What follows belongs to an exercise in optimizing a design on an open flow for small area, a short achievable clock period and few clock cycles per item; a production flow would make more cautious choices.
The RTL was checked by simulation tests, not by an equivalence proof against the original design.

## flow/design.v (module list and top-level ports; edited modules follow where they fit)
// module net_4_8_12_16_16_1_10: 544 lines
module net_4_8_12_16_16_1_10(clk, reset, input_valid, input_ready, input_data, output_valid, output_ready, output_data);
  // ...
==> flow/flow/run.sh <==
#!/bin/bash
set -euo pipefail
export BUFFER_PORTS_ARGS="-buffer_cell sky130_fd_sc_hd__buf_4"
export SETUP_SLACK_MARGIN=8.6
bash standard.sh > standard.log 2>&1
==> flow/standard.sh <==
#!/bin/bash
# synth_recipe.tcl (not shown) runs the flow's synth.tcl, then flattens the netlist and writes it again
# the make line also repeats each setting of config.mk as NAME=value (left out here)
make -C /OpenROAD-flow-scripts/flow DESIGN_CONFIG=/design/flow/config.mk WORK_HOME=/design/flow/orfs CLKGATE_MAP_FILE= SYNTH_SCRIPT=/design/flow/synth_recipe.tcl "${@:-finish}"
==> flow/config.mk <==
export PLATFORM = sky130hd
export DESIGN_NAME = net_4_8_12_16_16_1_10
export DESIGN_NICKNAME = net_4_8_12_16_16_1_10
export VERILOG_FILES = /design/flow/design.v
export SDC_FILE = /design/flow/constraint.sdc
export NUM_CORES = 4
export LEC_CHECK = 0
export ABC_AREA = 1
export CAP_MARGIN = 20
export CORE_MARGIN = 2
export CORE_UTILIZATION = 60
export SLEW_MARGIN = 20
==> flow/constraint.sdc <==
create_clock -name core_clock -period 12.0 [get_ports {clk}]
set_input_delay 2.4000 -clock core_clock [delete_from_list [all_inputs] [get_ports {clk}]]
set_output_delay 2.4000 -clock core_clock [all_outputs]
set_load 0.01 [all_outputs]
==> impl_results.md, run 1 <==
- CTS Buffer Depth: 3
- Max Used Layer: met5
- Cell Area, Synth: approximately 0.095 sq mm
- RR Startpoint: p2_0[16]
- Post-synth ARST share: 0%
- Max frequency: 254 MHz
- Seq/Total Area, Yosys: a little over a third
- Run status: finished clean
- Grt ovf: 0
- Setup TNS: 0 ns
- Fill cell count: between 10000 and 15000
- Multi-In Gates: ~9300
- Worst-Skew Late Latency: 0.79 ns
- Syn Area/Cell: around 7.7 sq um
- Initial DRC Count: about 8900
- Hold Vio Cnt, Final: 0
- Top-count cell post-synth: nand2_1
- Slowest cell delay on critical path: 0.55 ns
- Total wire length: 284000 um
- Footprint of the multi-input gates: 0.0549 sq mm
- Most common cell after layout, fill and taps aside: nand2_1
- Final worst slack: 8.06 ns
- Multiplexer share of the synthesized area: 0%
Testbench counts, summed over its fixed seeds: cycles 2,272, items 128.
==> inputs of run 2 (changes only) <==
==> flow/design.v (replaced) <==
module net_4_8_12_16_16_1_10(clk, reset, input_valid, input_ready, input_data, output_valid, output_ready, output_data);
	input clk, reset, input_valid, output_ready;
	input signed [15 : 0] input_data;
	output signed [15 : 0] output_data;
	output output_valid, input_ready;
	logic [3:0] pos;           
	logic [2:0] vf;            
	logic [2:0] cnt;           
	logic in_rdy;
	logic sv;                  
	logic fv;                  
	logic go;
	assign go = ~sv;
	logic in_xfer, launch, wrap, idle, new_valid;
	logic [2:0] cnt_n;
	logic [3:0] pos_n;
	logic [2:0] vf_n;
	assign in_xfer = input_valid & in_rdy;
	assign idle = ~vf[0] & ~vf[1] & ~(vf[2] & (pos <= 4'd8));
	assign wrap = go & (pos == 4'd15);
	assign launch = go & (cnt == 3'd4) & (wrap | idle);
	assign cnt_n = launch ? 3'd0 : cnt + {2'b0, in_xfer};
	assign new_valid = (pos >= 4'd9) ? vf[1] : vf[2];
	always_comb begin
		pos_n = pos;
		vf_n = vf;
		if (launch) begin
			pos_n = 4'd0;
			vf_n = {vf[1:0], 1'b1};
		end else if (wrap) begin
			pos_n = 4'd0;
			vf_n = {vf[1:0], 1'b0};
		end else if (go) begin
			pos_n = pos + 4'd1;
		end
	end
	always_ff @(posedge clk) begin
		if (reset) begin
			pos <= 4'd0;
			vf <= 3'd0;
			cnt <= 3'd0;
			in_rdy <= 1'b1;
		end else begin
			pos <= pos_n;
			vf <= vf_n;
			cnt <= cnt_n;
			in_rdy <= (cnt_n != 3'd4) & (~vf_n[0] | (pos_n >= 4'd11));
		end
	end
	function automatic logic [16:0] prodq(input logic [5:0] k, input logic [14:0] x);
		logic s, a4, a8, b1, b2, bn;
		logic [17:0] pa, pb, m;
		logic [15:0] q;
		{s, a4, a8, b1, b2, bn} = k;
		pa = ({18{a4}} & {1'b0, x, 2'b0}) | ({18{a8}} & {x, 3'b0});
		pb = ({18{b1}} & {3'b0, x}) | ({18{b2}} & {2'b0, x, 1'b0}) | ({18{bn}} & ~{3'b0, x});
		m = pa + pb + {17'b0, bn};
		if (m[17:15] != 3'b000) q = {1'b0, 15'h7fff};
		else q = {1'b0, m[14:0]} ^ {16{s}};
		prodq = {s, q};
	endfunction
	function automatic logic [16:0] prodq1(input logic [5:0] k, input logic [15:0] xs);
		logic s, sx, a4, a8, b1, b2, bn;
		logic [14:0] x;
		logic [3:0] wa;
		logic [18:0] pa, pb, m;
		logic [15:0] q;
		{s, a4, a8, b1, b2, bn} = k;
		{sx, x} = xs;
		wa = {a8, a4, 2'b00} + {2'b00, b2, b1} - {3'b000, bn};
		pa = ({19{a4}} & {2'b0, x, 2'b0}) | ({19{a8}} & {1'b0, x, 3'b0});
		pb = ({19{b1}} & {4'b0, x}) | ({19{b2}} & {3'b0, x, 1'b0}) | ({19{bn}} & ~{4'b0, x});
		m = pa + pb + {18'b0, bn} + {15'b0, wa & {4{sx}}};
		if (m[18:15] != 4'b0000) q = {1'b0, 15'h7fff};
		else q = {1'b0, m[14:0]} ^ {16{s ^ sx}};
		prodq1 = {s ^ sx, q};
	endfunction
	function automatic logic [16:0] ext(input logic [16:0] p);
		ext = {p[16], p[15:0]};
	endfunction
	function automatic logic signed [15:0] sat17(input logic [16:0] s);
		if (s[16] == s[15]) sat17 = s[15:0];
		else sat17 = s[16] ? 16'sh8000 : 16'sh7fff;
	endfunction
	function automatic logic [14:0] relu17(input logic [16:0] s);
		if (s[16]) relu17 = 15'd0;
		else if (s[15]) relu17 = 15'h7fff;
		else relu17 = s[14:0];
	endfunction
	logic [15:0] x1_0;    
	logic [16:0] p1_0;
	logic [5:0] k1_0;
	logic [15:0] x1_1;    
	logic [16:0] p1_1;
	logic [5:0] k1_1;
	logic [15:0] x1_2;    
	logic [16:0] p1_2;
	logic [5:0] k1_2;
	logic [15:0] x1_3;    
	logic [16:0] p1_3;
	logic [5:0] k1_3;
	logic signed [15:0] a1_1;
	logic signed [15:0] a1_2;
	logic [14:0] y1;
	logic [14:0] x2_0, x2_0_n;
	logic [16:0] p2_0;
	logic [5:0] k2_0;
	logic [14:0] x2_1, x2_1_n;
	logic [16:0] p2_1;
	logic [5:0] k2_1;
	logic [14:0] x2_2, x2_2_n;
	logic [16:0] p2_2;
	logic [5:0] k2_2;
	logic [14:0] x2_3, x2_3_n;
	logic [16:0] p2_3;
	logic [5:0] k2_3;
	logic [14:0] x2_4, x2_4_n;
	logic [16:0] p2_4;
	logic [5:0] k2_4;
	logic [14:0] x2_5, x2_5_n;
	logic [16:0] p2_5;
	logic [5:0] k2_5;
	logic [14:0] x2_6, x2_6_n;
	logic [16:0] p2_6;
	logic [5:0] k2_6;
	logic [14:0] x2_7, x2_7_n;
	logic [16:0] p2_7;
	logic [5:0] k2_7;
	logic signed [15:0] a2_1;
	logic signed [15:0] a2_2;
	logic signed [15:0] a2_3;
	logic signed [15:0] a2_4;
	logic signed [15:0] a2_5;
	logic signed [15:0] a2_6;
	logic [14:0] y2;
	logic [14:0] x3_0, x3_0_n;
	logic [16:0] p3_0;
	logic [5:0] k3_0;
	logic [14:0] x3_1, x3_1_n;
	logic [16:0] p3_1;
	logic [5:0] k3_1;
	logic [14:0] x3_2, x3_2_n;
	logic [16:0] p3_2;
	logic [5:0] k3_2;
	logic [14:0] x3_3, x3_3_n;
	logic [16:0] p3_3;
	logic [5:0] k3_3;
	logic [14:0] x3_4, x3_4_n;
	logic [16:0] p3_4;
	logic [5:0] k3_4;
	logic [14:0] x3_5, x3_5_n;
	logic [16:0] p3_5;
	logic [5:0] k3_5;
	logic [14:0] x3_6, x3_6_n;
	logic [16:0] p3_6;
	logic [5:0] k3_6;
	logic [14:0] x3_7, x3_7_n;
	logic [16:0] p3_7;
	logic [5:0] k3_7;
	logic [14:0] x3_8, x3_8_n;
	logic [16:0] p3_8;
	logic [5:0] k3_8;
	logic [14:0] x3_9, x3_9_n;
	logic [16:0] p3_9;
	logic [5:0] k3_9;
	logic [14:0] x3_10, x3_10_n;
	logic [16:0] p3_10;
	logic [5:0] k3_10;
	logic [14:0] x3_11, x3_11_n;
	logic [16:0] p3_11;
	logic [5:0] k3_11;
	logic signed [16:0] a3_0;
	logic signed [15:0] a3_1;
	logic signed [15:0] a3_2;
	logic signed [15:0] a3_3;
	logic signed [15:0] a3_4;
	logic signed [15:0] a3_5;
	logic signed [15:0] a3_6;
	logic signed [15:0] a3_7;
	logic signed [15:0] a3_8;
	logic signed [15:0] a3_9;
	logic signed [15:0] a3_10;
	logic [14:0] y3;
	always_ff @(posedge clk) begin
		if (in_xfer && cnt == 3'd0) x1_0 <= {input_data[15], input_data[14:0] ^ {15{input_data[15]}}};
		if (in_xfer && cnt == 3'd1) x1_1 <= {input_data[15], input_data[14:0] ^ {15{input_data[15]}}};
		if (in_xfer && cnt == 3'd2) x1_2 <= {input_data[15], input_data[14:0] ^ {15{input_data[15]}}};
		if (in_xfer && cnt == 3'd3) x1_3 <= {input_data[15], input_data[14:0] ^ {15{input_data[15]}}};
	end
	assign x2_0_n = (go && pos == 4'd4) ? y1 : x2_0;
	assign x2_1_n = (go && pos == 4'd5) ? y1 : x2_1;
	assign x2_2_n = (go && pos == 4'd6) ? y1 : x2_2;
	assign x2_3_n = (go && pos == 4'd7) ? y1 : x2_3;
	assign x2_4_n = (go && pos == 4'd8) ? y1 : x2_4;
	assign x2_5_n = (go && pos == 4'd9) ? y1 : x2_5;
	assign x2_6_n = (go && pos == 4'd10) ? y1 : x2_6;
	assign x2_7_n = (go && pos == 4'd11) ? y1 : x2_7;
	always_ff @(posedge clk) begin
		x2_0 <= x2_0_n;
		x2_1 <= x2_1_n;
		x2_2 <= x2_2_n;
		x2_3 <= x2_3_n;
		x2_4 <= x2_4_n;
		x2_5 <= x2_5_n;
		x2_6 <= x2_6_n;
		x2_7 <= x2_7_n;
	end
	assign x3_0_n = (go && pos == 4'd13) ? y2 : x3_0;
	assign x3_1_n = (go && pos == 4'd14) ? y2 : x3_1;
	assign x3_2_n = (go && pos == 4'd15) ? y2 : x3_2;
	assign x3_3_n = (go && pos == 4'd0) ? y2 : x3_3;
	assign x3_4_n = (go && pos == 4'd1) ? y2 : x3_4;
	assign x3_5_n = (go && pos == 4'd2) ? y2 : x3_5;
	assign x3_6_n = (go && pos == 4'd3) ? y2 : x3_6;
	assign x3_7_n = (go && pos == 4'd4) ? y2 : x3_7;
	assign x3_8_n = (go && pos == 4'd5) ? y2 : x3_8;
	assign x3_9_n = (go && pos == 4'd6) ? y2 : x3_9;
	assign x3_10_n = (go && pos == 4'd7) ? y2 : x3_10;
	assign x3_11_n = (go && pos == 4'd8) ? y2 : x3_11;
	always_ff @(posedge clk) begin
		x3_0 <= x3_0_n;
		x3_1 <= x3_1_n;
		x3_2 <= x3_2_n;
		x3_3 <= x3_3_n;
		x3_4 <= x3_4_n;
		x3_5 <= x3_5_n;
		x3_6 <= x3_6_n;
		x3_7 <= x3_7_n;
		x3_8 <= x3_8_n;
		x3_9 <= x3_9_n;
		x3_10 <= x3_10_n;
		x3_11 <= x3_11_n;
	end
	logic [5:0] k1_0_h, k1_0_a;
	always_comb begin
		case (pos)
			4'd0: k1_0_h = 6'b000000;   
			4'd1: k1_0_h = 6'b110010;   
			4'd2: k1_0_h = 6'b100100;   
			4'd3: k1_0_h = 6'b100100;   
			4'd4: k1_0_h = 6'b100100;   
			4'd5: k1_0_h = 6'b010001;   
			4'd6: k1_0_h = 6'b110100;   
			4'd7: k1_0_h = 6'b010100;   
			4'd8: k1_0_h = 6'b110100;   
			4'd9: k1_0_h = 6'b000000;   
			4'd10: k1_0_h = 6'b000000;   
			4'd11: k1_0_h = 6'b000000;   
			4'd12: k1_0_h = 6'b000000;   
			4'd13: k1_0_h = 6'b000000;   
			4'd14: k1_0_h = 6'b000000;   
			4'd15: k1_0_h = 6'b000000;   
			default: k1_0_h = 6'b000000;
		endcase
	end
	always_comb begin
		case (pos)
			4'd0: k1_0_a = 6'b110010;   
			4'd1: k1_0_a = 6'b100100;   
			4'd2: k1_0_a = 6'b100100;   
			4'd3: k1_0_a = 6'b100100;   
			4'd4: k1_0_a = 6'b010001;   
			4'd5: k1_0_a = 6'b110100;   
			4'd6: k1_0_a = 6'b010100;   
			4'd7: k1_0_a = 6'b110100;   
			4'd8: k1_0_a = 6'b000000;   
			4'd9: k1_0_a = 6'b000000;   
			4'd10: k1_0_a = 6'b000000;   
			4'd11: k1_0_a = 6'b000000;   
			4'd12: k1_0_a = 6'b000000;   
			4'd13: k1_0_a = 6'b000000;   
			4'd14: k1_0_a = 6'b000000;   
			4'd15: k1_0_a = 6'b000000;   
			default: k1_0_a = 6'b000000;
		endcase
	end
	assign k1_0 = go ? k1_0_a : k1_0_h;
	logic [5:0] k1_1_h, k1_1_a;
	always_comb begin
		case (pos)
			4'd0: k1_1_h = 6'b000000;   
			4'd1: k1_1_h = 6'b110001;   
			4'd2: k1_1_h = 6'b010001;   
			4'd3: k1_1_h = 6'b000000;   
			4'd4: k1_1_h = 6'b010001;   
			4'd5: k1_1_h = 6'b010010;   
			4'd6: k1_1_h = 6'b110000;   
			4'd7: k1_1_h = 6'b100100;   
			4'd8: k1_1_h = 6'b110000;   
			4'd9: k1_1_h = 6'b000000;   
			4'd10: k1_1_h = 6'b000000;   
			4'd11: k1_1_h = 6'b000000;   
			4'd12: k1_1_h = 6'b000000;   
			4'd13: k1_1_h = 6'b000000;   
			4'd14: k1_1_h = 6'b000000;   
			4'd15: k1_1_h = 6'b000000;   
			default: k1_1_h = 6'b000000;
		endcase
	end
	always_comb begin
		case (pos)
			4'd0: k1_1_a = 6'b110001;   
			4'd1: k1_1_a = 6'b010001;   
			4'd2: k1_1_a = 6'b000000;   
			4'd3: k1_1_a = 6'b010001;   
			4'd4: k1_1_a = 6'b010010;   
			4'd5: k1_1_a = 6'b110000;   
			4'd6: k1_1_a = 6'b100100;   
			4'd7: k1_1_a = 6'b110000;   
			4'd8: k1_1_a = 6'b000000;   
			4'd9: k1_1_a = 6'b000000;   
			4'd10: k1_1_a = 6'b000000;   
			4'd11: k1_1_a = 6'b000000;   
			4'd12: k1_1_a = 6'b000000;   
			4'd13: k1_1_a = 6'b000000;   
			4'd14: k1_1_a = 6'b000000;   
			4'd15: k1_1_a = 6'b000000;   
			default: k1_1_a = 6'b000000;
		endcase
	end
	assign k1_1 = go ? k1_1_a : k1_1_h;
	logic [5:0] k1_2_h, k1_2_a;
	always_comb begin
		case (pos)
			4'd0: k1_2_h = 6'b000000;   
			4'd1: k1_2_h = 6'b000000;   
			4'd2: k1_2_h = 6'b010010;   
			4'd3: k1_2_h = 6'b010000;   
			4'd4: k1_2_h = 6'b000100;   
			4'd5: k1_2_h = 6'b010001;   
			4'd6: k1_2_h = 6'b100100;   
			4'd7: k1_2_h = 6'b010001;   
			4'd8: k1_2_h = 6'b001001;   
			4'd9: k1_2_h = 6'b010010;   
			4'd10: k1_2_h = 6'b000000;   
			4'd11: k1_2_h = 6'b000000;   
			4'd12: k1_2_h = 6'b000000;   
			4'd13: k1_2_h = 6'b000000;   
			4'd14: k1_2_h = 6'b000000;   
			4'd15: k1_2_h = 6'b000000;   
			default: k1_2_h = 6'b000000;
		endcase
	end
	always_comb begin
		case (pos)
			4'd0: k1_2_a = 6'b000000;   
			4'd1: k1_2_a = 6'b010010;   
			4'd2: k1_2_a = 6'b010000;   
			4'd3: k1_2_a = 6'b000100;   
			4'd4: k1_2_a = 6'b010001;   
			4'd5: k1_2_a = 6'b100100;   
			4'd6: k1_2_a = 6'b010001;   
			4'd7: k1_2_a = 6'b001001;   
			4'd8: k1_2_a = 6'b010010;   
			4'd9: k1_2_a = 6'b000000;   
			4'd10: k1_2_a = 6'b000000;   
			4'd11: k1_2_a = 6'b000000;   
			4'd12: k1_2_a = 6'b000000;   
			4'd13: k1_2_a = 6'b000000;   
			4'd14: k1_2_a = 6'b000000;   
			4'd15: k1_2_a = 6'b000000;   
			default: k1_2_a = 6'b000000;
		endcase
	end
	assign k1_2 = go ? k1_2_a : k1_2_h;
	logic [5:0] k1_3_h, k1_3_a;
	always_comb begin
		case (pos)
			4'd0: k1_3_h = 6'b000000;   
			4'd1: k1_3_h = 6'b000000;   
			4'd2: k1_3_h = 6'b000000;   
			4'd3: k1_3_h = 6'b000010;   
			4'd4: k1_3_h = 6'b110001;   
			4'd5: k1_3_h = 6'b101001;   
			4'd6: k1_3_h = 6'b101001;   
			4'd7: k1_3_h = 6'b101000;   
			4'd8: k1_3_h = 6'b010100;   
			4'd9: k1_3_h = 6'b101001;   
			4'd10: k1_3_h = 6'b100010;   
			4'd11: k1_3_h = 6'b000000;   
			4'd12: k1_3_h = 6'b000000;   
			4'd13: k1_3_h = 6'b000000;   
			4'd14: k1_3_h = 6'b000000;   
			4'd15: k1_3_h = 6'b000000;   
			default: k1_3_h = 6'b000000;
		endcase
	end
	always_comb begin
		case (pos)
			4'd0: k1_3_a = 6'b000000;   
			4'd1: k1_3_a = 6'b000000;   
			4'd2: k1_3_a = 6'b000010;   
			4'd3: k1_3_a = 6'b110001;   
			4'd4: k1_3_a = 6'b101001;   
			4'd5: k1_3_a = 6'b101001;   
			4'd6: k1_3_a = 6'b101000;   
			4'd7: k1_3_a = 6'b010100;   
			4'd8: k1_3_a = 6'b101001;   
			4'd9: k1_3_a = 6'b100010;   
			4'd10: k1_3_a = 6'b000000;   
			4'd11: k1_3_a = 6'b000000;   
			4'd12: k1_3_a = 6'b000000;   
			4'd13: k1_3_a = 6'b000000;   
			4'd14: k1_3_a = 6'b000000;   
			4'd15: k1_3_a = 6'b000000;   
			default: k1_3_a = 6'b000000;
		endcase
	end
	assign k1_3 = go ? k1_3_a : k1_3_h;
	always_ff @(posedge clk) begin
		p1_0 <= prodq1(k1_0, x1_0);
		p1_1 <= prodq1(k1_1, x1_1);
		p1_2 <= prodq1(k1_2, x1_2);
		p1_3 <= prodq1(k1_3, x1_3);
	end
	logic [5:0] k2_0_h, k2_0_a;
	always_comb begin
		case (pos)
			4'd0: k2_0_h = 6'b100010;   
			4'd1: k2_0_h = 6'b000000;   
			4'd2: k2_0_h = 6'b000000;   
			4'd3: k2_0_h = 6'b000000;   
			4'd4: k2_0_h = 6'b000000;   
			4'd5: k2_0_h = 6'b000000;   
			4'd6: k2_0_h = 6'b000100;   
			4'd7: k2_0_h = 6'b110001;   
			4'd8: k2_0_h = 6'b000100;   
			4'd9: k2_0_h = 6'b000100;   
			4'd10: k2_0_h = 6'b101001;   
			4'd11: k2_0_h = 6'b010001;   
			4'd12: k2_0_h = 6'b110010;   
			4'd13: k2_0_h = 6'b001001;   
			4'd14: k2_0_h = 6'b001001;   
			4'd15: k2_0_h = 6'b000010;   
			default: k2_0_h = 6'b000000;
		endcase
	end
	always_comb begin
		case (pos)
			4'd0: k2_0_a = 6'b000000;   
			4'd1: k2_0_a = 6'b000000;   
			4'd2: k2_0_a = 6'b000000;   
			4'd3: k2_0_a = 6'b000000;   
			4'd4: k2_0_a = 6'b000000;   
			4'd5: k2_0_a = 6'b000100;   
			4'd6: k2_0_a = 6'b110001;   
			4'd7: k2_0_a = 6'b000100;   
			4'd8: k2_0_a = 6'b000100;   
			4'd9: k2_0_a = 6'b101001;   
			4'd10: k2_0_a = 6'b010001;   
			4'd11: k2_0_a = 6'b110010;   
			4'd12: k2_0_a = 6'b001001;   
			4'd13: k2_0_a = 6'b001001;   
			4'd14: k2_0_a = 6'b000010;   
			4'd15: k2_0_a = 6'b100010;   
			default: k2_0_a = 6'b000000;
		endcase
	end
	assign k2_0 = go ? k2_0_a : k2_0_h;
	logic [5:0] k2_1_h, k2_1_a;
	always_comb begin
		case (pos)
			4'd0: k2_1_h = 6'b000100;   
			4'd1: k2_1_h = 6'b101001;   
			4'd2: k2_1_h = 6'b000000;   
			4'd3: k2_1_h = 6'b000000;   
			4'd4: k2_1_h = 6'b000000;   
			4'd5: k2_1_h = 6'b000000;   
			4'd6: k2_1_h = 6'b010000;   
			4'd7: k2_1_h = 6'b001001;   
			4'd8: k2_1_h = 6'b110000;   
			4'd9: k2_1_h = 6'b000100;   
			4'd10: k2_1_h = 6'b110100;   
			4'd11: k2_1_h = 6'b000100;   
			4'd12: k2_1_h = 6'b110010;   
			4'd13: k2_1_h = 6'b000000;   
			4'd14: k2_1_h = 6'b000010;   
			4'd15: k2_1_h = 6'b110100;   
			default: k2_1_h = 6'b000000;
		endcase
	end
	always_comb begin
		case (pos)
			4'd0: k2_1_a = 6'b101001;   
			4'd1: k2_1_a = 6'b000000;   
			4'd2: k2_1_a = 6'b000000;   
			4'd3: k2_1_a = 6'b000000;   
			4'd4: k2_1_a = 6'b000000;   
			4'd5: k2_1_a = 6'b010000;   
			4'd6: k2_1_a = 6'b001001;   
			4'd7: k2_1_a = 6'b110000;   
			4'd8: k2_1_a = 6'b000100;   
			4'd9: k2_1_a = 6'b110100;   
			4'd10: k2_1_a = 6'b000100;   
			4'd11: k2_1_a = 6'b110010;   
			4'd12: k2_1_a = 6'b000000;   
			4'd13: k2_1_a = 6'b000010;   
			4'd14: k2_1_a = 6'b110100;   
			4'd15: k2_1_a = 6'b000100;   
			default: k2_1_a = 6'b000000;
		endcase
	end
	assign k2_1 = go ? k2_1_a : k2_1_h;
	logic [5:0] k2_2_h, k2_2_a;
	always_comb begin
		case (pos)
			4'd0: k2_2_h = 6'b000000;   
			4'd1: k2_2_h = 6'b001001;   
			4'd2: k2_2_h = 6'b000010;   
			4'd3: k2_2_h = 6'b000000;   
			4'd4: k2_2_h = 6'b000000;   
			4'd5: k2_2_h = 6'b000000;   
			4'd6: k2_2_h = 6'b000000;   
			4'd7: k2_2_h = 6'b101000;   
			4'd8: k2_2_h = 6'b101000;   
			4'd9: k2_2_h = 6'b100010;   
			4'd10: k2_2_h = 6'b100100;   
			4'd11: k2_2_h = 6'b100100;   
			4'd12: k2_2_h = 6'b101000;   
			4'd13: k2_2_h = 6'b010001;   
			4'd14: k2_2_h = 6'b000100;   
			4'd15: k2_2_h = 6'b000000;   
			default: k2_2_h = 6'b000000;
		endcase
	end
	always_comb begin
		case (pos)
			4'd0: k2_2_a = 6'b001001;   
			4'd1: k2_2_a = 6'b000010;   
			4'd2: k2_2_a = 6'b000000;   
			4'd3: k2_2_a = 6'b000000;   
			4'd4: k2_2_a = 6'b000000;   
			4'd5: k2_2_a = 6'b000000;   
			4'd6: k2_2_a = 6'b101000;   
			4'd7: k2_2_a = 6'b101000;   
			4'd8: k2_2_a = 6'b100010;   
			4'd9: k2_2_a = 6'b100100;   
			4'd10: k2_2_a = 6'b100100;   
			4'd11: k2_2_a = 6'b101000;   
			4'd12: k2_2_a = 6'b010001;   
			4'd13: k2_2_a = 6'b000100;   
			4'd14: k2_2_a = 6'b000000;   
			4'd15: k2_2_a = 6'b000000;   
			default: k2_2_a = 6'b000000;
		endcase
	end
	assign k2_2 = go ? k2_2_a : k2_2_h;
	logic [5:0] k2_3_h, k2_3_a;
	always_comb begin
		case (pos)
			4'd0: k2_3_h = 6'b010010;   
			4'd1: k2_3_h = 6'b001001;   
			4'd2: k2_3_h = 6'b000010;   
			4'd3: k2_3_h = 6'b110001;   
			4'd4: k2_3_h = 6'b000000;   
			4'd5: k2_3_h = 6'b000000;   
			4'd6: k2_3_h = 6'b000000;   
			4'd7: k2_3_h = 6'b000000;   
			4'd8: k2_3_h = 6'b101000;   
			4'd9: k2_3_h = 6'b010000;   
			4'd10: k2_3_h = 6'b010100;   
			4'd11: k2_3_h = 6'b010000;   
			4'd12: k2_3_h = 6'b000100;   
			4'd13: k2_3_h = 6'b100010;   
			4'd14: k2_3_h = 6'b010001;   
			4'd15: k2_3_h = 6'b010000;   
			default: k2_3_h = 6'b000000;
		endcase
	end
	always_comb begin
		case (pos)
			4'd0: k2_3_a = 6'b001001;   
			4'd1: k2_3_a = 6'b000010;   
			4'd2: k2_3_a = 6'b110001;   
			4'd3: k2_3_a = 6'b000000;   
			4'd4: k2_3_a = 6'b000000;   
			4'd5: k2_3_a = 6'b000000;   
			4'd6: k2_3_a = 6'b000000;   
			4'd7: k2_3_a = 6'b101000;   
			4'd8: k2_3_a = 6'b010000;   
			4'd9: k2_3_a = 6'b010100;   
			4'd10: k2_3_a = 6'b010000;   
			4'd11: k2_3_a = 6'b000100;   
			4'd12: k2_3_a = 6'b100010;   
			4'd13: k2_3_a = 6'b010001;   
			4'd14: k2_3_a = 6'b010000;   
			4'd15: k2_3_a = 6'b010010;   
			default: k2_3_a = 6'b000000;
		endcase
	end
	assign k2_3 = go ? k2_3_a : k2_3_h;
	logic [5:0] k2_4_h, k2_4_a;
	always_comb begin
		case (pos)
			4'd0: k2_4_h = 6'b010100;   
			4'd1: k2_4_h = 6'b100010;   
			4'd2: k2_4_h = 6'b101001;   
			4'd3: k2_4_h = 6'b001001;   
			4'd4: k2_4_h = 6'b010100;   
			4'd5: k2_4_h = 6'b000000;   
			4'd6: k2_4_h = 6'b000000;   
			4'd7: k2_4_h = 6'b000000;   
			4'd8: k2_4_h = 6'b000000;   
			4'd9: k2_4_h = 6'b000000;   
			4'd10: k2_4_h = 6'b000010;   
			4'd11: k2_4_h = 6'b000000;   
			4'd12: k2_4_h = 6'b010100;   
			4'd13: k2_4_h = 6'b001001;   
			4'd14: k2_4_h = 6'b110001;   
			4'd15: k2_4_h = 6'b110000;   
			default: k2_4_h = 6'b000000;
		endcase
	end
	always_comb begin
		case (pos)
			4'd0: k2_4_a = 6'b100010;   
			4'd1: k2_4_a = 6'b101001;   
			4'd2: k2_4_a = 6'b001001;   
			4'd3: k2_4_a = 6'b010100;   
			4'd4: k2_4_a = 6'b000000;   
			4'd5: k2_4_a = 6'b000000;   
			4'd6: k2_4_a = 6'b000000;   
			4'd7: k2_4_a = 6'b000000;   
			4'd8: k2_4_a = 6'b000000;   
			4'd9: k2_4_a = 6'b000010;   
			4'd10: k2_4_a = 6'b000000;   
			4'd11: k2_4_a = 6'b010100;   
			4'd12: k2_4_a = 6'b001001;   
			4'd13: k2_4_a = 6'b110001;   
			4'd14: k2_4_a = 6'b110000;   
			4'd15: k2_4_a = 6'b010100;   
			default: k2_4_a = 6'b000000;
		endcase
	end
	assign k2_4 = go ? k2_4_a : k2_4_h;
	logic [5:0] k2_5_h, k2_5_a;
	always_comb begin
		case (pos)
			4'd0: k2_5_h = 6'b110001;   
			4'd1: k2_5_h = 6'b010000;   
			4'd2: k2_5_h = 6'b101001;   
			4'd3: k2_5_h = 6'b110000;   
			4'd4: k2_5_h = 6'b101000;   
			4'd5: k2_5_h = 6'b010100;   
			4'd6: k2_5_h = 6'b000000;   
			4'd7: k2_5_h = 6'b000000;   
			4'd8: k2_5_h = 6'b000000;   
			4'd9: k2_5_h = 6'b000000;   
			4'd10: k2_5_h = 6'b010000;   
			4'd11: k2_5_h = 6'b010001;   
			4'd12: k2_5_h = 6'b101001;   
			4'd13: k2_5_h = 6'b110001;   
			4'd14: k2_5_h = 6'b010000;   
			4'd15: k2_5_h = 6'b010010;   
			default: k2_5_h = 6'b000000;
		endcase
	end
	always_comb begin
		case (pos)
			4'd0: k2_5_a = 6'b010000;   
			4'd1: k2_5_a = 6'b101001;   
			4'd2: k2_5_a = 6'b110000;   
			4'd3: k2_5_a = 6'b101000;   
			4'd4: k2_5_a = 6'b010100;   
			4'd5: k2_5_a = 6'b000000;   
			4'd6: k2_5_a = 6'b000000;   
			4'd7: k2_5_a = 6'b000000;   
			4'd8: k2_5_a = 6'b000000;   
			4'd9: k2_5_a = 6'b010000;   
			4'd10: k2_5_a = 6'b010001;   
			4'd11: k2_5_a = 6'b101001;   
			4'd12: k2_5_a = 6'b110001;   
			4'd13: k2_5_a = 6'b010000;   
			4'd14: k2_5_a = 6'b010010;   
			4'd15: k2_5_a = 6'b110001;   
			default: k2_5_a = 6'b000000;
		endcase
	end
	assign k2_5 = go ? k2_5_a : k2_5_h;
	logic [5:0] k2_6_h, k2_6_a;
	always_comb begin
		case (pos)
			4'd0: k2_6_h = 6'b010000;   
			4'd1: k2_6_h = 6'b101001;   
			4'd2: k2_6_h = 6'b110100;   
			4'd3: k2_6_h = 6'b110100;   
			4'd4: k2_6_h = 6'b010010;   
			4'd5: k2_6_h = 6'b100100;   
			4'd6: k2_6_h = 6'b110100;   
			4'd7: k2_6_h = 6'b000000;   
			4'd8: k2_6_h = 6'b000000;   
			4'd9: k2_6_h = 6'b000000;   
			4'd10: k2_6_h = 6'b000000;   
			4'd11: k2_6_h = 6'b110001;   
			4'd12: k2_6_h = 6'b010100;   
			4'd13: k2_6_h = 6'b000010;   
			4'd14: k2_6_h = 6'b110010;   
			4'd15: k2_6_h = 6'b000100;   
			default: k2_6_h = 6'b000000;
		endcase
	end
	always_comb begin
		case (pos)
			4'd0: k2_6_a = 6'b101001;   
			4'd1: k2_6_a = 6'b110100;   
			4'd2: k2_6_a = 6'b110100;   
			4'd3: k2_6_a = 6'b010010;   
			4'd4: k2_6_a = 6'b100100;   
			4'd5: k2_6_a = 6'b110100;   
			4'd6: k2_6_a = 6'b000000;   
			4'd7: k2_6_a = 6'b000000;   
			4'd8: k2_6_a = 6'b000000;   
			4'd9: k2_6_a = 6'b000000;   
			4'd10: k2_6_a = 6'b110001;   
			4'd11: k2_6_a = 6'b010100;   
			4'd12: k2_6_a = 6'b000010;   
			4'd13: k2_6_a = 6'b110010;   
			4'd14: k2_6_a = 6'b000100;   
			4'd15: k2_6_a = 6'b010000;   
			default: k2_6_a = 6'b000000;
		endcase
	end
	assign k2_6 = go ? k2_6_a : k2_6_h;
	logic [5:0] k2_7_h, k2_7_a;
	always_comb begin
		case (pos)
			4'd0: k2_7_h = 6'b110000;   
			4'd1: k2_7_h = 6'b010010;   
			4'd2: k2_7_h = 6'b010100;   
			4'd3: k2_7_h = 6'b010010;   
			4'd4: k2_7_h = 6'b110010;   
			4'd5: k2_7_h = 6'b110000;   
			4'd6: k2_7_h = 6'b010010;   
			4'd7: k2_7_h = 6'b010000;   
			4'd8: k2_7_h = 6'b000000;   
			4'd9: k2_7_h = 6'b000000;   
			4'd10: k2_7_h = 6'b000000;   
			4'd11: k2_7_h = 6'b000000;   
			4'd12: k2_7_h = 6'b001001;   
			4'd13: k2_7_h = 6'b100010;   
			4'd14: k2_7_h = 6'b100010;   
			4'd15: k2_7_h = 6'b100010;   
			default: k2_7_h = 6'b000000;
		endcase
	end
	always_comb begin
		case (pos)
			4'd0: k2_7_a = 6'b010010;   
			4'd1: k2_7_a = 6'b010100;   
			4'd2: k2_7_a = 6'b010010;   
			4'd3: k2_7_a = 6'b110010;   
			4'd4: k2_7_a = 6'b110000;   
			4'd5: k2_7_a = 6'b010010;   
			4'd6: k2_7_a = 6'b010000;   
			4'd7: k2_7_a = 6'b000000;   
			4'd8: k2_7_a = 6'b000000;   
			4'd9: k2_7_a = 6'b000000;   
			4'd10: k2_7_a = 6'b000000;   
			4'd11: k2_7_a = 6'b001001;   
			4'd12: k2_7_a = 6'b100010;   
			4'd13: k2_7_a = 6'b100010;   
			4'd14: k2_7_a = 6'b100010;   
			4'd15: k2_7_a = 6'b110000;   
			default: k2_7_a = 6'b000000;
		endcase
	end
	assign k2_7 = go ? k2_7_a : k2_7_h;
	always_ff @(posedge clk) begin
		p2_0 <= prodq(k2_0, x2_0_n);
		p2_1 <= prodq(k2_1, x2_1_n);
		p2_2 <= prodq(k2_2, x2_2_n);
		p2_3 <= prodq(k2_3, x2_3_n);
		p2_4 <= prodq(k2_4, x2_4_n);
		p2_5 <= prodq(k2_5, x2_5_n);
		p2_6 <= prodq(k2_6, x2_6_n);
		p2_7 <= prodq(k2_7, x2_7_n);
	end
	logic [5:0] k3_0_h, k3_0_a;
	always_comb begin
		case (pos)
			4'd0: k3_0_h = 6'b110001;   
			4'd1: k3_0_h = 6'b100010;   
			4'd2: k3_0_h = 6'b100010;   
			4'd3: k3_0_h = 6'b101001;   
			4'd4: k3_0_h = 6'b101001;   
			4'd5: k3_0_h = 6'b101000;   
			4'd6: k3_0_h = 6'b110001;   
			4'd7: k3_0_h = 6'b100010;   
			4'd8: k3_0_h = 6'b110000;   
			4'd9: k3_0_h = 6'b001001;   
			4'd10: k3_0_h = 6'b110010;   
			4'd11: k3_0_h = 6'b110010;   
			4'd12: k3_0_h = 6'b010000;   
			4'd13: k3_0_h = 6'b000000;   
			4'd14: k3_0_h = 6'b100100;   
			4'd15: k3_0_h = 6'b010000;   
			default: k3_0_h = 6'b000000;
		endcase
	end
	always_comb begin
		case (pos)
			4'd0: k3_0_a = 6'b100010;   
			4'd1: k3_0_a = 6'b100010;   
			4'd2: k3_0_a = 6'b101001;   
			4'd3: k3_0_a = 6'b101001;   
			4'd4: k3_0_a = 6'b101000;   
			4'd5: k3_0_a = 6'b110001;   
			4'd6: k3_0_a = 6'b100010;   
			4'd7: k3_0_a = 6'b110000;   
			4'd8: k3_0_a = 6'b001001;   
			4'd9: k3_0_a = 6'b110010;   
			4'd10: k3_0_a = 6'b110010;   
			4'd11: k3_0_a = 6'b010000;   
			4'd12: k3_0_a = 6'b000000;   
			4'd13: k3_0_a = 6'b100100;   
			4'd14: k3_0_a = 6'b010000;   
			4'd15: k3_0_a = 6'b110001;   
			default: k3_0_a = 6'b000000;
		endcase
	end
	assign k3_0 = go ? k3_0_a : k3_0_h;
	logic [5:0] k3_1_h, k3_1_a;
	always_comb begin
		case (pos)
			4'd0: k3_1_h = 6'b110000;   
			4'd1: k3_1_h = 6'b110001;   
			4'd2: k3_1_h = 6'b000000;   
			4'd3: k3_1_h = 6'b010000;   
			4'd4: k3_1_h = 6'b100100;   
			4'd5: k3_1_h = 6'b000000;   
			4'd6: k3_1_h = 6'b110100;   
			4'd7: k3_1_h = 6'b110000;   
			4'd8: k3_1_h = 6'b010000;   
			4'd9: k3_1_h = 6'b010010;   
			4'd10: k3_1_h = 6'b001001;   
			4'd11: k3_1_h = 6'b000100;   
			4'd12: k3_1_h = 6'b110010;   
			4'd13: k3_1_h = 6'b000010;   
			4'd14: k3_1_h = 6'b110000;   
			4'd15: k3_1_h = 6'b010001;   
			default: k3_1_h = 6'b000000;
		endcase
	end
	always_comb begin
		case (pos)
			4'd0: k3_1_a = 6'b110001;   
			4'd1: k3_1_a = 6'b000000;   
			4'd2: k3_1_a = 6'b010000;   
			4'd3: k3_1_a = 6'b100100;   
			4'd4: k3_1_a = 6'b000000;   
			4'd5: k3_1_a = 6'b110100;   
			4'd6: k3_1_a = 6'b110000;   
			4'd7: k3_1_a = 6'b010000;   
			4'd8: k3_1_a = 6'b010010;   
			4'd9: k3_1_a = 6'b001001;   
			4'd10: k3_1_a = 6'b000100;   
			4'd11: k3_1_a = 6'b110010;   
			4'd12: k3_1_a = 6'b000010;   
			4'd13: k3_1_a = 6'b110000;   
			4'd14: k3_1_a = 6'b010001;   
			4'd15: k3_1_a = 6'b110000;   
			default: k3_1_a = 6'b000000;
		endcase
	end
	assign k3_1 = go ? k3_1_a : k3_1_h;
	logic [5:0] k3_2_h, k3_2_a;
	always_comb begin
		case (pos)
			4'd0: k3_2_h = 6'b000010;   
			4'd1: k3_2_h = 6'b100010;   
			4'd2: k3_2_h = 6'b110010;   
			4'd3: k3_2_h = 6'b110001;   
			4'd4: k3_2_h = 6'b010001;   
			4'd5: k3_2_h = 6'b000100;   
			4'd6: k3_2_h = 6'b100100;   
			4'd7: k3_2_h = 6'b000000;   
			4'd8: k3_2_h = 6'b010010;   
			4'd9: k3_2_h = 6'b010001;   
			4'd10: k3_2_h = 6'b100100;   
			4'd11: k3_2_h = 6'b110100;   
			4'd12: k3_2_h = 6'b010001;   
			4'd13: k3_2_h = 6'b110001;   
			4'd14: k3_2_h = 6'b001001;   
			4'd15: k3_2_h = 6'b110001;   
			default: k3_2_h = 6'b000000;
		endcase
	end
	always_comb begin
		case (pos)
			4'd0: k3_2_a = 6'b100010;   
			4'd1: k3_2_a = 6'b110010;   
			4'd2: k3_2_a = 6'b110001;   
			4'd3: k3_2_a = 6'b010001;   
			4'd4: k3_2_a = 6'b000100;   
			4'd5: k3_2_a = 6'b100100;   
			4'd6: k3_2_a = 6'b000000;   
			4'd7: k3_2_a = 6'b010010;   
			4'd8: k3_2_a = 6'b010001;   
			4'd9: k3_2_a = 6'b100100;   
			4'd10: k3_2_a = 6'b110100;   
			4'd11: k3_2_a = 6'b010001;   
			4'd12: k3_2_a = 6'b110001;   
			4'd13: k3_2_a = 6'b001001;   
			4'd14: k3_2_a = 6'b110001;   
			4'd15: k3_2_a = 6'b000010;   
			default: k3_2_a = 6'b000000;
		endcase
	end
	assign k3_2 = go ? k3_2_a : k3_2_h;
	logic [5:0] k3_3_h, k3_3_a;
	always_comb begin
		case (pos)
			4'd0: k3_3_h = 6'b110001;   
			4'd1: k3_3_h = 6'b010010;   
			4'd2: k3_3_h = 6'b110010;   
			4'd3: k3_3_h = 6'b110010;   
			4'd4: k3_3_h = 6'b100100;   
			4'd5: k3_3_h = 6'b010001;   
			4'd6: k3_3_h = 6'b110100;   
			4'd7: k3_3_h = 6'b101001;   
			4'd8: k3_3_h = 6'b010000;   
			4'd9: k3_3_h = 6'b001001;   
			4'd10: k3_3_h = 6'b000000;   
			4'd11: k3_3_h = 6'b010000;   
			4'd12: k3_3_h = 6'b110000;   
			4'd13: k3_3_h = 6'b000010;   
			4'd14: k3_3_h = 6'b101000;   
			4'd15: k3_3_h = 6'b000100;   
			default: k3_3_h = 6'b000000;
		endcase
	end
	always_comb begin
		case (pos)
			4'd0: k3_3_a = 6'b010010;   
			4'd1: k3_3_a = 6'b110010;   
			4'd2: k3_3_a = 6'b110010;   
			4'd3: k3_3_a = 6'b100100;   
			4'd4: k3_3_a = 6'b010001;   
			4'd5: k3_3_a = 6'b110100;   
			4'd6: k3_3_a = 6'b101001;   
			4'd7: k3_3_a = 6'b010000;   
			4'd8: k3_3_a = 6'b001001;   
			4'd9: k3_3_a = 6'b000000;   
			4'd10: k3_3_a = 6'b010000;   
			4'd11: k3_3_a = 6'b110000;   
			4'd12: k3_3_a = 6'b000010;   
			4'd13: k3_3_a = 6'b101000;   
			4'd14: k3_3_a = 6'b000100;   
			4'd15: k3_3_a = 6'b110001;   
			default: k3_3_a = 6'b000000;
		endcase
	end
	assign k3_3 = go ? k3_3_a : k3_3_h;
	logic [5:0] k3_4_h, k3_4_a;
	always_comb begin
		case (pos)
			4'd0: k3_4_h = 6'b100010;   
			4'd1: k3_4_h = 6'b010100;   
			4'd2: k3_4_h = 6'b010000;   
			4'd3: k3_4_h = 6'b010010;   
			4'd4: k3_4_h = 6'b110100;   
			4'd5: k3_4_h = 6'b101000;   
			4'd6: k3_4_h = 6'b101000;   
			4'd7: k3_4_h = 6'b101000;   
			4'd8: k3_4_h = 6'b000000;   
			4'd9: k3_4_h = 6'b010010;   
			4'd10: k3_4_h = 6'b000010;   
			4'd11: k3_4_h = 6'b100100;   
			4'd12: k3_4_h = 6'b101001;   
			4'd13: k3_4_h = 6'b001001;   
			4'd14: k3_4_h = 6'b010100;   
			4'd15: k3_4_h = 6'b110001;   
			default: k3_4_h = 6'b000000;
		endcase
	end
	always_comb begin
		case (pos)
			4'd0: k3_4_a = 6'b010100;   
			4'd1: k3_4_a = 6'b010000;   
			4'd2: k3_4_a = 6'b010010;   
			4'd3: k3_4_a = 6'b110100;   
			4'd4: k3_4_a = 6'b101000;   
			4'd5: k3_4_a = 6'b101000;   
			4'd6: k3_4_a = 6'b101000;   
			4'd7: k3_4_a = 6'b000000;   
			4'd8: k3_4_a = 6'b010010;   
			4'd9: k3_4_a = 6'b000010;   
			4'd10: k3_4_a = 6'b100100;   
			4'd11: k3_4_a = 6'b101001;   
			4'd12: k3_4_a = 6'b001001;   
			4'd13: k3_4_a = 6'b010100;   
			4'd14: k3_4_a = 6'b110001;   
			4'd15: k3_4_a = 6'b100010;   
			default: k3_4_a = 6'b000000;
		endcase
	end
	assign k3_4 = go ? k3_4_a : k3_4_h;
	logic [5:0] k3_5_h, k3_5_a;
	always_comb begin
		case (pos)
			4'd0: k3_5_h = 6'b000010;   
			4'd1: k3_5_h = 6'b010100;   
			4'd2: k3_5_h = 6'b110100;   
			4'd3: k3_5_h = 6'b010100;   
			4'd4: k3_5_h = 6'b110001;   
			4'd5: k3_5_h = 6'b100010;   
			4'd6: k3_5_h = 6'b010001;   
			4'd7: k3_5_h = 6'b100010;   
			4'd8: k3_5_h = 6'b101001;   
			4'd9: k3_5_h = 6'b100010;   
			4'd10: k3_5_h = 6'b101001;   
			4'd11: k3_5_h = 6'b010000;   
			4'd12: k3_5_h = 6'b110001;   
			4'd13: k3_5_h = 6'b000010;   
			4'd14: k3_5_h = 6'b101000;   
			4'd15: k3_5_h = 6'b001001;   
			default: k3_5_h = 6'b000000;
		endcase
	end
	always_comb begin
		case (pos)
			4'd0: k3_5_a = 6'b010100;   
			4'd1: k3_5_a = 6'b110100;   
			4'd2: k3_5_a = 6'b010100;   
			4'd3: k3_5_a = 6'b110001;   
			4'd4: k3_5_a = 6'b100010;   
			4'd5: k3_5_a = 6'b010001;   
			4'd6: k3_5_a = 6'b100010;   
			4'd7: k3_5_a = 6'b101001;   
			4'd8: k3_5_a = 6'b100010;   
			4'd9: k3_5_a = 6'b101001;   
			4'd10: k3_5_a = 6'b010000;   
			4'd11: k3_5_a = 6'b110001;   
			4'd12: k3_5_a = 6'b000010;   
			4'd13: k3_5_a = 6'b101000;   
			4'd14: k3_5_a = 6'b001001;   
			4'd15: k3_5_a = 6'b000010;   
			default: k3_5_a = 6'b000000;
		endcase
	end
	assign k3_5 = go ? k3_5_a : k3_5_h;
	logic [5:0] k3_6_h, k3_6_a;
	always_comb begin
		case (pos)
			4'd0: k3_6_h = 6'b101001;   
			4'd1: k3_6_h = 6'b000000;   
			4'd2: k3_6_h = 6'b010100;   
			4'd3: k3_6_h = 6'b110100;   
			4'd4: k3_6_h = 6'b101000;   
			4'd5: k3_6_h = 6'b010100;   
			4'd6: k3_6_h = 6'b010010;   
			4'd7: k3_6_h = 6'b000010;   
			4'd8: k3_6_h = 6'b000100;   
			4'd9: k3_6_h = 6'b101001;   
			4'd10: k3_6_h = 6'b001001;   
			4'd11: k3_6_h = 6'b000010;   
			4'd12: k3_6_h = 6'b000100;   
			4'd13: k3_6_h = 6'b010001;   
			4'd14: k3_6_h = 6'b110000;   
			4'd15: k3_6_h = 6'b101001;   
			default: k3_6_h = 6'b000000;
		endcase
	end
	always_comb begin
		case (pos)
			4'd0: k3_6_a = 6'b000000;   
			4'd1: k3_6_a = 6'b010100;   
			4'd2: k3_6_a = 6'b110100;   
			4'd3: k3_6_a = 6'b101000;   
			4'd4: k3_6_a = 6'b010100;   
			4'd5: k3_6_a = 6'b010010;   
			4'd6: k3_6_a = 6'b000010;   
			4'd7: k3_6_a = 6'b000100;   
			4'd8: k3_6_a = 6'b101001;   
			4'd9: k3_6_a = 6'b001001;   
			4'd10: k3_6_a = 6'b000010;   
			4'd11: k3_6_a = 6'b000100;   
			4'd12: k3_6_a = 6'b010001;   
			4'd13: k3_6_a = 6'b110000;   
			4'd14: k3_6_a = 6'b101001;   
			4'd15: k3_6_a = 6'b101001;   
			default: k3_6_a = 6'b000000;
		endcase
	end
	assign k3_6 = go ? k3_6_a : k3_6_h;
	logic [5:0] k3_7_h, k3_7_a;
	always_comb begin
		case (pos)
			4'd0: k3_7_h = 6'b100010;   
			4'd1: k3_7_h = 6'b101001;   
			4'd2: k3_7_h = 6'b110001;   
			4'd3: k3_7_h = 6'b000000;   
			4'd4: k3_7_h = 6'b001001;   
			4'd5: k3_7_h = 6'b100100;   
			4'd6: k3_7_h = 6'b010100;   
			4'd7: k3_7_h = 6'b000010;   
			4'd8: k3_7_h = 6'b010000;   
			4'd9: k3_7_h = 6'b100010;   
			4'd10: k3_7_h = 6'b100010;   
			4'd11: k3_7_h = 6'b010010;   
			4'd12: k3_7_h = 6'b101000;   
			4'd13: k3_7_h = 6'b010001;   
			4'd14: k3_7_h = 6'b100100;   
			4'd15: k3_7_h = 6'b100010;   
			default: k3_7_h = 6'b000000;
		endcase
	end
	always_comb begin
		case (pos)
			4'd0: k3_7_a = 6'b101001;   
			4'd1: k3_7_a = 6'b110001;   
			4'd2: k3_7_a = 6'b000000;   
			4'd3: k3_7_a = 6'b001001;   
			4'd4: k3_7_a = 6'b100100;   
			4'd5: k3_7_a = 6'b010100;   
			4'd6: k3_7_a = 6'b000010;   
			4'd7: k3_7_a = 6'b010000;   
			4'd8: k3_7_a = 6'b100010;   
			4'd9: k3_7_a = 6'b100010;   
			4'd10: k3_7_a = 6'b010010;   
			4'd11: k3_7_a = 6'b101000;   
			4'd12: k3_7_a = 6'b010001;   
			4'd13: k3_7_a = 6'b100100;   
			4'd14: k3_7_a = 6'b100010;   
			4'd15: k3_7_a = 6'b100010;   
			default: k3_7_a = 6'b000000;
		endcase
	end
	assign k3_7 = go ? k3_7_a : k3_7_h;
	logic [5:0] k3_8_h, k3_8_a;
	always_comb begin
		case (pos)
			4'd0: k3_8_h = 6'b010010;   
			4'd1: k3_8_h = 6'b010100;   
			4'd2: k3_8_h = 6'b010100;   
			4'd3: k3_8_h = 6'b000100;   
			4'd4: k3_8_h = 6'b100100;   
			4'd5: k3_8_h = 6'b100010;   
			4'd6: k3_8_h = 6'b101001;   
			4'd7: k3_8_h = 6'b110001;   
			4'd8: k3_8_h = 6'b101001;   
			4'd9: k3_8_h = 6'b101000;   
			4'd10: k3_8_h = 6'b010001;   
			4'd11: k3_8_h = 6'b000010;   
			4'd12: k3_8_h = 6'b110010;   
			4'd13: k3_8_h = 6'b000000;   
			4'd14: k3_8_h = 6'b110000;   
			4'd15: k3_8_h = 6'b000000;   
			default: k3_8_h = 6'b000000;
		endcase
	end
	always_comb begin
		case (pos)
			4'd0: k3_8_a = 6'b010100;   
			4'd1: k3_8_a = 6'b010100;   
			4'd2: k3_8_a = 6'b000100;   
			4'd3: k3_8_a = 6'b100100;   
			4'd4: k3_8_a = 6'b100010;   
			4'd5: k3_8_a = 6'b101001;   
			4'd6: k3_8_a = 6'b110001;   
			4'd7: k3_8_a = 6'b101001;   
			4'd8: k3_8_a = 6'b101000;   
			4'd9: k3_8_a = 6'b010001;   
			4'd10: k3_8_a = 6'b000010;   
			4'd11: k3_8_a = 6'b110010;   
			4'd12: k3_8_a = 6'b000000;   
			4'd13: k3_8_a = 6'b110000;   
			4'd14: k3_8_a = 6'b000000;   
			4'd15: k3_8_a = 6'b010010;   
			default: k3_8_a = 6'b000000;
		endcase
	end
	assign k3_8 = go ? k3_8_a : k3_8_h;
	logic [5:0] k3_9_h, k3_9_a;
	always_comb begin
		case (pos)
			4'd0: k3_9_h = 6'b110100;   
			4'd1: k3_9_h = 6'b110100;   
			4'd2: k3_9_h = 6'b010000;   
			4'd3: k3_9_h = 6'b000000;   
			4'd4: k3_9_h = 6'b010000;   
			4'd5: k3_9_h = 6'b000100;   
			4'd6: k3_9_h = 6'b000000;   
			4'd7: k3_9_h = 6'b000000;   
			4'd8: k3_9_h = 6'b110000;   
			4'd9: k3_9_h = 6'b000100;   
			4'd10: k3_9_h = 6'b101000;   
			4'd11: k3_9_h = 6'b010001;   
			4'd12: k3_9_h = 6'b100010;   
			4'd13: k3_9_h = 6'b000010;   
			4'd14: k3_9_h = 6'b110100;   
			4'd15: k3_9_h = 6'b101000;   
			default: k3_9_h = 6'b000000;
		endcase
	end
	always_comb begin
		case (pos)
			4'd0: k3_9_a = 6'b110100;   
			4'd1: k3_9_a = 6'b010000;   
			4'd2: k3_9_a = 6'b000000;   
			4'd3: k3_9_a = 6'b010000;   
			4'd4: k3_9_a = 6'b000100;   
			4'd5: k3_9_a = 6'b000000;   
			4'd6: k3_9_a = 6'b000000;   
			4'd7: k3_9_a = 6'b110000;   
			4'd8: k3_9_a = 6'b000100;   
			4'd9: k3_9_a = 6'b101000;   
			4'd10: k3_9_a = 6'b010001;   
			4'd11: k3_9_a = 6'b100010;   
			4'd12: k3_9_a = 6'b000010;   
			4'd13: k3_9_a = 6'b110100;   
			4'd14: k3_9_a = 6'b101000;   
			4'd15: k3_9_a = 6'b110100;   
			default: k3_9_a = 6'b000000;
		endcase
	end
	assign k3_9 = go ? k3_9_a : k3_9_h;
	logic [5:0] k3_10_h, k3_10_a;
	always_comb begin
		case (pos)
			4'd0: k3_10_h = 6'b010100;   
			4'd1: k3_10_h = 6'b110100;   
			4'd2: k3_10_h = 6'b110001;   
			4'd3: k3_10_h = 6'b010010;   
			4'd4: k3_10_h = 6'b010010;   
			4'd5: k3_10_h = 6'b000100;   
			4'd6: k3_10_h = 6'b110100;   
			4'd7: k3_10_h = 6'b101000;   
			4'd8: k3_10_h = 6'b100010;   
			4'd9: k3_10_h = 6'b010001;   
			4'd10: k3_10_h = 6'b000000;   
			4'd11: k3_10_h = 6'b001001;   
			4'd12: k3_10_h = 6'b000000;   
			4'd13: k3_10_h = 6'b010010;   
			4'd14: k3_10_h = 6'b000010;   
			4'd15: k3_10_h = 6'b110100;   
			default: k3_10_h = 6'b000000;
		endcase
	end
	always_comb begin
		case (pos)
			4'd0: k3_10_a = 6'b110100;   
			4'd1: k3_10_a = 6'b110001;   
			4'd2: k3_10_a = 6'b010010;   
			4'd3: k3_10_a = 6'b010010;   
			4'd4: k3_10_a = 6'b000100;   
			4'd5: k3_10_a = 6'b110100;   
			4'd6: k3_10_a = 6'b101000;   
			4'd7: k3_10_a = 6'b100010;   
			4'd8: k3_10_a = 6'b010001;   
			4'd9: k3_10_a = 6'b000000;   
			4'd10: k3_10_a = 6'b001001;   
			4'd11: k3_10_a = 6'b000000;   
			4'd12: k3_10_a = 6'b010010;   
			4'd13: k3_10_a = 6'b000010;   
			4'd14: k3_10_a = 6'b110100;   
			4'd15: k3_10_a = 6'b010100;   
			default: k3_10_a = 6'b000000;
		endcase
	end
	assign k3_10 = go ? k3_10_a : k3_10_h;
	logic [5:0] k3_11_h, k3_11_a;
	always_comb begin
		case (pos)
			4'd0: k3_11_h = 6'b000000;   
			4'd1: k3_11_h = 6'b010100;   
			4'd2: k3_11_h = 6'b100100;   
			4'd3: k3_11_h = 6'b000000;   
			4'd4: k3_11_h = 6'b110000;   
			4'd5: k3_11_h = 6'b010010;   
			4'd6: k3_11_h = 6'b000100;   
			4'd7: k3_11_h = 6'b110000;   
			4'd8: k3_11_h = 6'b010001;   
			4'd9: k3_11_h = 6'b110010;   
			4'd10: k3_11_h = 6'b010100;   
			4'd11: k3_11_h = 6'b010010;   
			4'd12: k3_11_h = 6'b010010;   
			4'd13: k3_11_h = 6'b010010;   
			4'd14: k3_11_h = 6'b000010;   
			4'd15: k3_11_h = 6'b110010;   
			default: k3_11_h = 6'b000000;
		endcase
	end
	always_comb begin
		case (pos)
			4'd0: k3_11_a = 6'b010100;   
			4'd1: k3_11_a = 6'b100100;   
			4'd2: k3_11_a = 6'b000000;   
			4'd3: k3_11_a = 6'b110000;   
			4'd4: k3_11_a = 6'b010010;   
			4'd5: k3_11_a = 6'b000100;   
			4'd6: k3_11_a = 6'b110000;   
			4'd7: k3_11_a = 6'b010001;   
			4'd8: k3_11_a = 6'b110010;   
			4'd9: k3_11_a = 6'b010100;   
			4'd10: k3_11_a = 6'b010010;   
			4'd11: k3_11_a = 6'b010010;   
			4'd12: k3_11_a = 6'b010010;   
			4'd13: k3_11_a = 6'b000010;   
			4'd14: k3_11_a = 6'b110010;   
			4'd15: k3_11_a = 6'b000000;   
			default: k3_11_a = 6'b000000;
		endcase
	end
	assign k3_11 = go ? k3_11_a : k3_11_h;
	always_ff @(posedge clk) begin
		p3_0 <= prodq(k3_0, x3_0_n);
		p3_1 <= prodq(k3_1, x3_1_n);
		p3_2 <= prodq(k3_2, x3_2_n);
		p3_3 <= prodq(k3_3, x3_3_n);
		p3_4 <= prodq(k3_4, x3_4_n);
		p3_5 <= prodq(k3_5, x3_5_n);
		p3_6 <= prodq(k3_6, x3_6_n);
		p3_7 <= prodq(k3_7, x3_7_n);
		p3_8 <= prodq(k3_8, x3_8_n);
		p3_9 <= prodq(k3_9, x3_9_n);
		p3_10 <= prodq(k3_10, x3_10_n);
		p3_11 <= prodq(k3_11, x3_11_n);
	end
	always_ff @(posedge clk) begin
		if (go) begin
			a1_1 <= sat17(ext(p1_0) + ext(p1_1) + {16'b0, p1_0[16]} + {16'b0, p1_1[16]});
			a1_2 <= sat17({a1_1[15], a1_1} + ext(p1_2) + {16'b0, p1_2[16]});
			y1 <= relu17({a1_2[15], a1_2} + ext(p1_3) + {16'b0, p1_3[16]});
		end
	end
	always_ff @(posedge clk) begin
		if (go) begin
			a2_1 <= sat17(ext(p2_0) + ext(p2_1) + {16'b0, p2_0[16]} + {16'b0, p2_1[16]});
			a2_2 <= sat17({a2_1[15], a2_1} + ext(p2_2) + {16'b0, p2_2[16]});
			a2_3 <= sat17({a2_2[15], a2_2} + ext(p2_3) + {16'b0, p2_3[16]});
			a2_4 <= sat17({a2_3[15], a2_3} + ext(p2_4) + {16'b0, p2_4[16]});
			a2_5 <= sat17({a2_4[15], a2_4} + ext(p2_5) + {16'b0, p2_5[16]});
			a2_6 <= sat17({a2_5[15], a2_5} + ext(p2_6) + {16'b0, p2_6[16]});
			y2 <= relu17({a2_6[15], a2_6} + ext(p2_7) + {16'b0, p2_7[16]});
		end
	end
	always_ff @(posedge clk) begin
		if (go) begin
			a3_0 <= p3_0;   
			a3_1 <= sat17(ext(a3_0) + {16'b0, a3_0[16]} + ext(p3_1) + {16'b0, p3_1[16]});
			a3_2 <= sat17({a3_1[15], a3_1} + ext(p3_2) + {16'b0, p3_2[16]});
			a3_3 <= sat17({a3_2[15], a3_2} + ext(p3_3) + {16'b0, p3_3[16]});
			a3_4 <= sat17({a3_3[15], a3_3} + ext(p3_4) + {16'b0, p3_4[16]});
			a3_5 <= sat17({a3_4[15], a3_4} + ext(p3_5) + {16'b0, p3_5[16]});
			a3_6 <= sat17({a3_5[15], a3_5} + ext(p3_6) + {16'b0, p3_6[16]});
			a3_7 <= sat17({a3_6[15], a3_6} + ext(p3_7) + {16'b0, p3_7[16]});
			a3_8 <= sat17({a3_7[15], a3_7} + ext(p3_8) + {16'b0, p3_8[16]});
			a3_9 <= sat17({a3_8[15], a3_8} + ext(p3_9) + {16'b0, p3_9[16]});
			a3_10 <= sat17({a3_9[15], a3_9} + ext(p3_10) + {16'b0, p3_10[16]});
		end
	end
	logic [14:0] y3_new;
	assign y3_new = relu17({a3_10[15], a3_10} + ext(p3_11) + {16'b0, p3_11[16]});
	logic [14:0] s;
	logic y3_free;
	assign y3_free = ~fv | output_ready;
	always_ff @(posedge clk) begin
		if (y3_free) y3 <= sv ? s : y3_new;
		if (!y3_free && go) s <= y3_new;
	end
	always_ff @(posedge clk) begin
		if (reset) begin
			fv <= 1'b0;
			sv <= 1'b0;
		end else if (!y3_free) begin
			if (go) sv <= new_valid;
		end else if (sv) begin
			fv <= 1'b1;
			sv <= 1'b0;
		end else begin
			fv <= new_valid;
		end
	end
	assign output_valid = fv;
	assign output_data = {1'b0, y3};
	assign input_ready = in_rdy;
endmodule
==> flow/run.sh (new file) <==
#!/bin/bash
# synth_recipe.tcl (not shown) runs the flow's synth.tcl, then flattens the netlist and writes it again
# the make line also repeats each setting of config.mk as NAME=value (left out here)
make -C /OpenROAD-flow-scripts/flow DESIGN_CONFIG=/design/flow/config.mk WORK_HOME=/design/flow/orfs CLKGATE_MAP_FILE= SYNTH_SCRIPT=/design/flow/synth_recipe.tcl finish
==> flow/config.mk (replaced) <==
export PLATFORM = sky130hd
export DESIGN_NAME = net_4_8_12_16_16_1_10
export DESIGN_NICKNAME = net_4_8_12_16_16_1_10
export VERILOG_FILES = /design/flow/design.v
export SDC_FILE = /design/flow/constraint.sdc
export NUM_CORES = 4
export LEC_CHECK = 0
export CAP_MARGIN = 20
export CORE_MARGIN = 2
export CORE_UTILIZATION = 40
export SLEW_MARGIN = 20
removed: flow/flow/run.sh
removed: flow/standard.sh
==> run 2 against run 1 <==
Compared with the run above:
- die area rose by 46%
- routed wire length fell by 9.0%
- flip-flop and latch count rose by 98
- critical endpoint is now k3_9_h[4]
- synthesized area fell by 2.4%
- cell count fell by 10%
- critical path type is now register to register
- sequential share of layout area fell by 0.94 points
- synthesized cell count fell by 18%
==> impl_results.md, run 2 <==
- Pins Over Slew Limit: 0
- Worst path required time: between 10 and 15 ns
- Final setup vio count: 0
- Cts hold-fix bufs: 0
- # IOs: 38
- Buffers added on ports: 36
- Layout cells sized above 1: 5.92%
- Post-synth ARST share: 0% (unchanged)
- CTS Buffer Depth: 3 (unchanged)
- Most frequent cells in the layout: nand2_1 (1043), dfxtp_1 (977), ha_1 (863), xnor2_1 (704), a21oi_1 (683)
- WL met1: 118000 um
- Vias in the first global route: 71600
- Seq/Total Area, Yosys: 34.9% (-1.4 points)
- Crit Path Max Fanout: between 100 and 150
- CTS tree: done
- Synth top area cells: dfxtp_1 (21%), edfxtp_1 (14%), ha_1 (12%), xnor2_1 (6.7%), mux2i_1 (4.5%)
- Setup crit start kind: register
- Cell Area, Synth: 0.0931 sq mm (-2.4%)
- Global-route wire length before repair: between 400000 and 500000 um
- Overall routing resource usage: a little over a fifth
- Hold Crit Class: register to register
- Largest net degree at the start of global routing: approximately 160
- Max Used Layer: met5
- Root Driver: clkbuf_16
- Initial DRT Pass Iterations: 6
- Run status: finished clean
- Clock transition at path regs: about 0.060 ns
- Worst-Skew Late Latency: 0.82 ns (+0.03 ns)
- Hold_sp: p3_0[8]
- Row cnt: approximately 180
- Number of flops mapped to enable cells by yosys: approximately 430
- RSZ-0062 raised after global routing: no
- Vias: ~74000
- Number of CTS-inserted buffers: roughly 150
- Number of synthesis warnings: 1
- Max frequency: 158 MHz (-38%)
- Post-CTS resize count: 0
- Synth top cells by count: nand2_1 (1043), dfxtp_1 (978), ha_1 (863)
- Core ar.: 0.232 sq mm
- Yosys reg bits: between 1000 and 1500
- Cell count after synthesis: 10100
- CP endpoint kind: register
- Met2 routed WL: between 100000 and 150000 um
- Worst hold margin: between 0.4 and 0.5 ns
- Ys flop type: dfxtp_1
- Residual DRC count: 0
- Netlist cell types: 120
- Worst Setup SP: sv
- Final Cycle Share: between 50% and 60%
- Most common cell after layout, fill and taps aside: nand2_1
- Hold Vio Cnt, Final: 0 (unchanged)
- Crit Path Class: register to register
- Syn Area/Cell: 9.23 sq um (+20%)
- Placed wire-length estimate: 194000 um
- Initial DRC Count: 5559 (-37%)
- Clk sinks: roughly 1400
- Grt ovf: 0 (unchanged)
- Top-count cell post-synth: nand2_1
- Maxcap violations: 0
- Met3 WL: 11400 um
- Syn Nets: between 10000 and 15000
- Via/cell ratio: 5.60
- Slew margin rel.: 24.2%
- Slew @ Worst Pin: 1.11 ns
- Initial Util: between 40% and 50%
- Fin cells: between 10000 and 15000
- Setup Buffers After CTS: 0
- Leading area contributor after synthesis: dfxtp_1
- Routability Congestion: approximately 0.96
- H-tree lvl count: 4
- Antenna Violating Nets Remaining: 0
- Data arrival, critical path: roughly 7 ns
- Die height: 486 um
- Tmin final: 6.32 ns
- Placed insts: 12900
- Setup TNS: 0 ns (unchanged)
- NumNets Final: about 11000
- Worst Clk Skew: 0.0326 ns
- Die Wd: just under 500 um
- Die footprint: ~0.24 sq mm
- RR Startpoint: sv
- Avg WL per Cell: ~20 um
- Total wire length: 258000 um (-9.0%)
- Number of antenna violations at the first check in global routing: 6
- Yosys top cell area share: a little over a fifth
- P&R area growth vs syn: 9.95%
run 2: final timing paths:
check,depth (start not counted),to,slack (ns)
min,0,a3_0[8],0.40
max reg2reg,11,k3_9_h[4],5.68
max,11,k3_9_h[4],5.68
min reg2reg,0,a3_0[8],0.40
run 2: cells by family after synthesis:
| family | count (synthesis) | synth area share (%) |
|---|---|---|
| adder cells (fa/ha/maj) | 1013 | 13.8 |
| other | 1 | 0.00403 |
| multiplexers | 480 | 5.34 |
| flip-flops | 1407 | 34.9 |
| XOR/XNOR | 1033 | 9.75 |
| AND/OR/NAND/NOR | 2384 | 11.9 |
| AO/OA/AOI/OAI | 2726 | 19.7 |
| buffers and inverters | 1044 | 4.52 |
run 2: final cells by class:
cell class	count	area, sq um
tap	3043	3810
multi-input combinational	7637	56700
timing repair buffer	181	1490
inverter	674	2540
clock inverter	81	1060
sequential	1407	32500
fill	22300	130000
clock buffer	204	4300
antenna	1	2.50
run 2: per-stage QoR:
step | area (sq um) | worst slack, ns | util, %
floorplan | 93100 | 0.576 | -
global placement | 96800 | 5.84 | 41.7
detailed placement | 96800 | 5.86 | 41.7
CTS | 102000 | 5.88 | 44.0
global route | 102000 | 5.47 | 44.1
finish | 102000 | 5.68 | 44.1
run 2: critical path, stage by stage (launching register included):
cell and delay [ns]:
dfxtp_4 0.67, buf_12 0.58, inv_8 0.52, and4_1 0.48
or3_1 0.72, nor2_4 0.75, buf_4 0.40, inv_1 0.10
buf_4 0.35, and2_0 0.39, nand2_1 0.65, nand3_1 0.19
run 2: layer usage:
| layer | up-vias | track usage (%) |
|---|---|---|
| li1 | 36500 | - |
| met1 | 35400 | 28.1 |
| met2 | 1834 | 36.5 |
| met3 | 335 | 2.35 |
| met4 | 2 | 5.61 |
| met5 | - | 0 |
Testbench counts of run 2, summed over its fixed seeds: cycles 2,296, items 128.

-- separate check: timing with driven ports --
No port has a modelled driver above. Below, the same layouts with a new extraction and two added sets of constraints. Step 1 sets driving cells, clkbuf_16 on the clock port and buf_2 on the other inputs (assumed; they add their load-dependent delay and slew). Step 2 adds t to the input delays and takes it off the output delays; t is the mean of the earliest and latest rising clock arrival at the registers after step 1. Input paths then give back, and output paths get back, about the clock's delay inside the block. a / b / c = no drivers / after step 1 / after step 2; a / b = the first two.
run | t, ns | setup WS [ns] | hold slack, ns | worst data-port slew with drivers (ns) | cell pins on the clock port's net
run 1 | 0.858 | 8.065 / 7.982 / 8.023 | 0.405 / 0.405 / 0.405 | 0.07 | 1
run 2 | 0.896 | 5.681 / 5.681 / 5.681 | 0.402 / 0.402 / 0.402 | 0.06 | 1
After both steps every run listed still meets setup and hold. The setup slack of run 1, which loses most, moves by -0.083 ns with the drivers and by -0.042 ns with both steps.
